From an optimization exercise on the open Yosys and OpenROAD flow, aimed at small area and a short achievable clock period; shortcuts taken in it are not production practice. The RTL was checked by simulation tests, not by an equivalence proof against the original design.

Design adaptive_filter, start of the top module:
module adaptive_filter(
    input wire clk,
    input wire rst_n,
    input wire [31:0] input_signal,
    input wire [31:0] desired_signal,
    output wire [31:0] filtered_signal
);
For scale: roughly 1600 cells after synthesis, roughly 98 I/O pins, roughly 18000 um2 of cells after synthesis.
Settings: LEC_CHECK=0, CAP_MARGIN=20, CORE_MARGIN=2, CORE_UTILIZATION=55, SETUP_SLACK_MARGIN=3.7, SLEW_MARGIN=20; clock period 7.5 ns.
standard.sh (not shown) runs the stock make flow with config.mk's settings and CLKGATE_MAP_FILE= SYNTH_SCRIPT=/design/flow/synth_recipe.tcl, a recipe that flattens the netlist after the stock synthesis.
==> flow/flow/run.sh <==
#!/bin/bash
# Own layout flow: the standard flow (standard.sh) with two changes:
# 1. The synthesis skips the generic 'abc -fast' pass that Yosys's synth runs
#    before ORFS extracts full/half adders, so the adder trees written in the
#    RTL reach extract_fa as written; ABC still maps all remaining logic at
#    the end, as in the standard flow. Registers and their names are the
#    standard synthesis's.
# 2. Each input and output port gets a plain sky130_fd_sc_hd__buf_2 as its
#    port buffer (the standard flow picks clkdlybuf4s50_1, a slower and
#    larger delay cell). Every port is still buffered.
set -euo pipefail
cd "$(dirname "$0")/.."
sed '1s/.*/proc synth {args} { if {[lsearch -exact $args fine:] >= 0} { yosys synth -nofsm -noshare -noabc {*}$args } else { yosys synth -nofsm -noshare {*}$args } }/' \
  synth_recipe.tcl > own_synth.tcl
sed -e 's#synth_recipe\.tcl#own_synth.tcl#g' \
    -e 's#^make \(.*\) "\${@:-finish}"$#make \1 "BUFFER_PORTS_ARGS=-buffer_cell sky130_fd_sc_hd__buf_2" "${@:-finish}"#' \
  standard.sh > own_standard.sh
bash own_standard.sh finish > own_flow.log 2>&1
The baseline completed with no timing, DRC or antenna violations.
Then changed:
==> flow/run.sh (new file) <==
#!/bin/bash
# synth_recipe.tcl (not shown) runs the flow's synth.tcl, then flattens the netlist and writes it again
# the make line also repeats each setting of config.mk as NAME=value (left out here)
make -C /OpenROAD-flow-scripts/flow DESIGN_CONFIG=/design/flow/config.mk WORK_HOME=/design/flow/orfs CLKGATE_MAP_FILE= SYNTH_SCRIPT=/design/flow/synth_recipe.tcl finish
Settings changed: CORE_UTILIZATION 55 to 40, SETUP_SLACK_MARGIN 3.7 to 3.5.
removed: flow/flow/run.sh
removed: flow/standard.sh
- The changed run went through all stages and came out clean
- critical path depth climbs by 3
- register-to-register slack gains 20 ps
Then changed:
==> flow/flow/run.sh (new file) <==
#!/bin/bash
# Own layout flow: the standard flow (standard.sh) with three changes:
# 1. The synthesis skips the generic 'abc -fast' pass that Yosys's synth runs
#    before ORFS extracts full/half adders, so the adder trees written in the
#    RTL reach extract_fa as written; ABC still maps all remaining logic at
#    the end, as in the standard flow. Registers and their names are the
#    standard synthesis's.
# 2. Each input and output port gets a plain sky130_fd_sc_hd__buf_2 as its
#    port buffer (the standard flow picks clkdlybuf4s50_1, a slower and
#    larger delay cell). Every port is still buffered.
# 3. Clock tree synthesis runs with ORFS's usual arguments plus
#    -dont_use_dummy_load (no extra load cells hung on the clock tree).
set -euo pipefail
cd "$(dirname "$0")/.."
sed '1s/.*/proc synth {args} { if {[lsearch -exact $args fine:] >= 0} { yosys synth -nofsm -noshare -noabc {*}$args } else { yosys synth -nofsm -noshare {*}$args } }/' \
  synth_recipe.tcl > own_synth.tcl
sed -e 's#synth_recipe\.tcl#own_synth.tcl#g' \
    -e 's#^make \(.*\) "\${@:-finish}"$#make \1 "BUFFER_PORTS_ARGS=-buffer_cell sky130_fd_sc_hd__buf_2" "CTS_ARGS=-sink_clustering_enable -repair_clock_nets -dont_use_dummy_load" "${@:-finish}"#' \
  standard.sh > own_standard.sh
bash own_standard.sh finish > own_flow.log 2>&1
==> flow/standard.sh (new file) <==
#!/bin/bash
# synth_recipe.tcl (not shown) runs the flow's synth.tcl, then flattens the netlist and writes it again
# the make line also repeats each setting of config.mk as NAME=value (left out here)
make -C /OpenROAD-flow-scripts/flow DESIGN_CONFIG=/design/flow/config.mk WORK_HOME=/design/flow/orfs CLKGATE_MAP_FILE= SYNTH_SCRIPT=/design/flow/synth_recipe.tcl "${@:-finish}"
Settings changed: CORE_UTILIZATION 40 to 55.
removed: flow/run.sh
The new run finished clean; register-to-register slack loses 20 ps; routed wire length goes down by 5.1%; count of clock-buffer cells in the layout goes down by 5; hold slack loses 6.6 ps; utilization goes up by 14 points; die area goes down by 29%; worst setup slack loses 25 ps; synthesized cell count goes down by 9.8%; critical path depth goes down by 5; global-route usage goes up by 7.3 points.
Then changed:
Settings changed: CORE_UTILIZATION 55 to 50.
The changed run completed with no timing, DRC or antenna violations.
Wire length rises by about 2.8%.
Non-clock buffer count rises by 18.
Die area rises by 9.8%.
Maximum frequency falls by 3.2%.
Cell count rises by about 3.4%.
Then changed:
==> flow/run.sh (new file) <==
#!/bin/bash
# synth_recipe.tcl (not shown) runs the flow's synth.tcl, then flattens the netlist and writes it again
# the make line also repeats each setting of config.mk as NAME=value (left out here)
make -C /OpenROAD-flow-scripts/flow DESIGN_CONFIG=/design/flow/config.mk WORK_HOME=/design/flow/orfs CLKGATE_MAP_FILE= SYNTH_SCRIPT=/design/flow/synth_recipe.tcl finish
Settings changed: CORE_UTILIZATION 50 to 55.
removed: flow/flow/run.sh
removed: flow/standard.sh
Result: Global-route usage grows by 2.0 points. Clock skew went down by 22 ps. Routed wire length rises slightly.
Then changed:
Settings changed: CORE_UTILIZATION 55 to 40, SETUP_SLACK_MARGIN 3.5 to 3.
The new run completed without violations.
Hold slack is better by 5.4 ps.
Wire length goes down by 0.44%.

========
## job 6315
Starting RTL as in the previous note.
clock: 7.5 ns
lec_check: 0
cap_margin: 20
core_margin: 2
core_utilization: 55
setup_slack_margin: 3.5
slew_margin: 20
==> flow/flow/run.sh <==
#!/bin/bash
# Own layout flow: the standard flow (standard.sh) with three changes:
# 1. The synthesis skips the generic 'abc -fast' pass that Yosys's synth runs
#    before ORFS extracts full/half adders, so the adder trees written in the
#    RTL reach extract_fa as written; ABC still maps all remaining logic at
#    the end, as in the standard flow. Registers and their names are the
#    standard synthesis's.
# 2. Each input and output port gets a plain sky130_fd_sc_hd__buf_1 as its
#    port buffer (the standard flow picks clkdlybuf4s50_1, a slower and
#    larger delay cell). Every port is still buffered.
# 3. Clock tree synthesis runs with ORFS's usual arguments plus
#    -dont_use_dummy_load (no extra load cells hung on the clock tree),
#    and sink clusters of up to 20 registers within 60 um.
set -euo pipefail
cd "$(dirname "$0")/.."
sed '1s/.*/proc synth {args} { if {[lsearch -exact $args fine:] >= 0} { yosys synth -nofsm -noshare -noabc {*}$args } else { yosys synth -nofsm -noshare {*}$args } }/' \
  synth_recipe.tcl > own_synth.tcl
sed -e 's#synth_recipe\.tcl#own_synth.tcl#g' \
    -e 's#^make \(.*\) "\${@:-finish}"$#make \1 "BUFFER_PORTS_ARGS=-buffer_cell sky130_fd_sc_hd__buf_1" "CTS_ARGS=-sink_clustering_enable -repair_clock_nets -dont_use_dummy_load -sink_clustering_size 20 -sink_clustering_max_diameter 60" "${@:-finish}"#' \
  standard.sh > own_standard.sh
bash own_standard.sh finish > own_flow.log 2>&1
> inputs changed (job 6315 -> job 7513)
==> flow/flow/run.sh <==
#!/bin/bash
# Own layout flow: the standard flow (standard.sh, standard synthesis)
# unchanged, except that each input and output port gets a plain
# sky130_fd_sc_hd__buf_2 as its port buffer (the standard flow picks
# clkdlybuf4s50_1, a slower and larger delay cell). Every port is still
# buffered; the resizer may resize these buffers like any other.
set -euo pipefail
cd "$(dirname "$0")/.."
sed 's#^make \(.*\) "\${@:-finish}"$#make \1 "BUFFER_PORTS_ARGS=-buffer_cell sky130_fd_sc_hd__buf_2" "${@:-finish}"#' \
  standard.sh > own_standard.sh
grep -c BUFFER_PORTS_ARGS own_standard.sh > own_standard.check.log
bash own_standard.sh finish > own_flow.log 2>&1
-- flow/config.mk --
<<< job 6315, line 10
export CORE_UTILIZATION = 55
export SETUP_SLACK_MARGIN = 3.5
export SLEW_MARGIN = 20
>>> job 7513, line 10
export CORE_UTILIZATION = 55
export SETUP_SLACK_MARGIN = 3.7
export SLEW_MARGIN = 20
Findings:
Cmp job 6315 and job 7513 / final period utilization / higher: job 6315. Job 7513 ends up with a met2 wirelength from detailed routing that is 1.9% higher than in job 6315. Diff job 6315..job 7513 | area taken by flip-flops and latches | negligible. Via count in job 7513 is 882 above job 6315. Job 7513 vs job 6315 — core utilization rose 2.8 points. [compare] base=job 6315 new=job 7513: net count after synthesis moved up, fraction of standard cell area in multi-input logic moved down, hold slack moved up.
--- input diff job 7513..job 6860 ---
==> flow/flow/run.sh <==
#!/bin/bash
# Own layout flow: the standard flow (standard.sh, standard synthesis)
# with two changes:
# 1. Each input and output port gets a plain sky130_fd_sc_hd__buf_2 as its
#    port buffer (the standard flow picks clkdlybuf4s50_1, a slower and
#    larger delay cell). Every port is still buffered.
# 2. Clock tree synthesis runs with ORFS's usual arguments plus
#    -dont_use_dummy_load (no extra load cells hung on the clock tree).
set -euo pipefail
cd "$(dirname "$0")/.."
sed -e 's#^make \(.*\) "\${@:-finish}"$#make \1 "BUFFER_PORTS_ARGS=-buffer_cell sky130_fd_sc_hd__buf_2" "CTS_ARGS=-sink_clustering_enable -repair_clock_nets -dont_use_dummy_load" "${@:-finish}"#' \
  standard.sh > own_standard.sh
bash own_standard.sh finish > own_flow.log 2>&1
-- flow/config.mk --
<<< job 7513, line 10
export CORE_UTILIZATION = 55
export SETUP_SLACK_MARGIN = 3.7
export SLEW_MARGIN = 20
>>> job 6860, line 10
export CORE_UTILIZATION = 55
export SETUP_SLACK_MARGIN = 3.5
export SLEW_MARGIN = 20
Notes after the runs:
- The final layout from job 6860, which completed every stage, passed the timing, design-rule and antenna checks at the end of the flow.
- On worst path setup slack after routing, job 7513 beats job 6860.
- Job 6860: area growth from synthesis to layout lower than job 7513
- After synthesis and placement, the instance count of job 6860 is below that of job 7513.
- Taking job 7513 as the reference, in job 6860 final non-filler cell area went down, number of signal-net buffers in the layout now larger, number of gates resized after cts -25, final RePlAce weighted congestion closely matched the old numbers.
- In job 6860 the overall routed net length turned out about 0.7% lower than in job 7513.
Modified inputs, job 8739 compared to job 6860
==> flow/flow/run.sh <==
#!/bin/bash
# Own layout flow: the standard flow (standard.sh) with three changes:
# 1. The synthesis skips the generic 'abc -fast' pass that Yosys's synth runs
#    before ORFS extracts full/half adders, so the adder trees written in the
#    RTL reach extract_fa as written; ABC still maps all remaining logic at
#    the end, as in the standard flow. Registers and their names are the
#    standard synthesis's.
# 2. Each input and output port gets a plain sky130_fd_sc_hd__buf_1 as its
#    port buffer (the standard flow picks clkdlybuf4s50_1, a slower and
#    larger delay cell). Every port is still buffered.
# 3. Clock tree synthesis runs with ORFS's usual arguments plus
#    -dont_use_dummy_load (no extra load cells hung on the clock tree).
set -euo pipefail
cd "$(dirname "$0")/.."
sed '1s/.*/proc synth {args} { if {[lsearch -exact $args fine:] >= 0} { yosys synth -nofsm -noshare -noabc {*}$args } else { yosys synth -nofsm -noshare {*}$args } }/' \
  synth_recipe.tcl > own_synth.tcl
sed -e 's#synth_recipe\.tcl#own_synth.tcl#g' \
    -e 's#^make \(.*\) "\${@:-finish}"$#make \1 "BUFFER_PORTS_ARGS=-buffer_cell sky130_fd_sc_hd__buf_1" "CTS_ARGS=-sink_clustering_enable -repair_clock_nets -dont_use_dummy_load" "${@:-finish}"#' \
  standard.sh > own_standard.sh
bash own_standard.sh finish > own_flow.log 2>&1
## What came out
Between job 6860 and job 8739, number of gates on the worst path with buffers counted decreased. The global routing usage on met3 reported for job 8739 is greater than that of job 6860 by 0.33 points. | total routing resource utilization after global routing | job 8739 vs job 6860 | ≈ equal |. Delta (job 8739 minus job 6860): routed wire length now sits lower; total placed instance area moved down.

afterwards: timing with drivers on the ports:
In the flow no input, the clock included, has a driving cell. The finished layouts below were timed again as built, in two steps.
Step 1, drivers: a clkbuf_16 drives clk and a buf_2 each remaining input, both assumed.
Step 2 moves the port delays by t, midway between the first and last clock arrival at a register: inputs arrive t later, outputs are due t later. That takes back most of the time a late clock gives input paths.
Slacks: ideal ports / drivers / drivers and shift; pairs: ideal ports / drivers.
run	shift t [ns]	setup slack, ns	worst setup path after step 2	cell pins on the clock port's net
the first run of note 1	0.617	3.567 / 3.567 / 3.506	input to register	1
the second run of note 1	0.633	3.588 / 3.588 / 3.163	input to register	1
the third run of note 1	0.593	3.563 / 3.563 / 3.563	register to register	1
the fourth run of note 1	0.589	3.434 / 3.434 / 3.434	register to register	1
the fifth run of note 1	0.610	3.575 / 3.575 / 3.338	input to register	1
the sixth run of note 1	0.634	3.228 / 3.228 / 3.228	register to register	1
job 6315	0.573	3.491 / 3.491 / 3.491	register to register	1
job 7513	0.619	3.629 / 3.629 / 3.629	register to register	1
job 6860	0.591	3.598 / 3.598 / 3.598	register to register	1
job 8739	0.598	3.562 / 3.562 / 3.562	register to register	1
After both steps setup and hold are still met in every run listed. The setup slack of the second run of note 1, which loses most, moves by 0.000 ns with the drivers and by -0.425 ns with both steps.
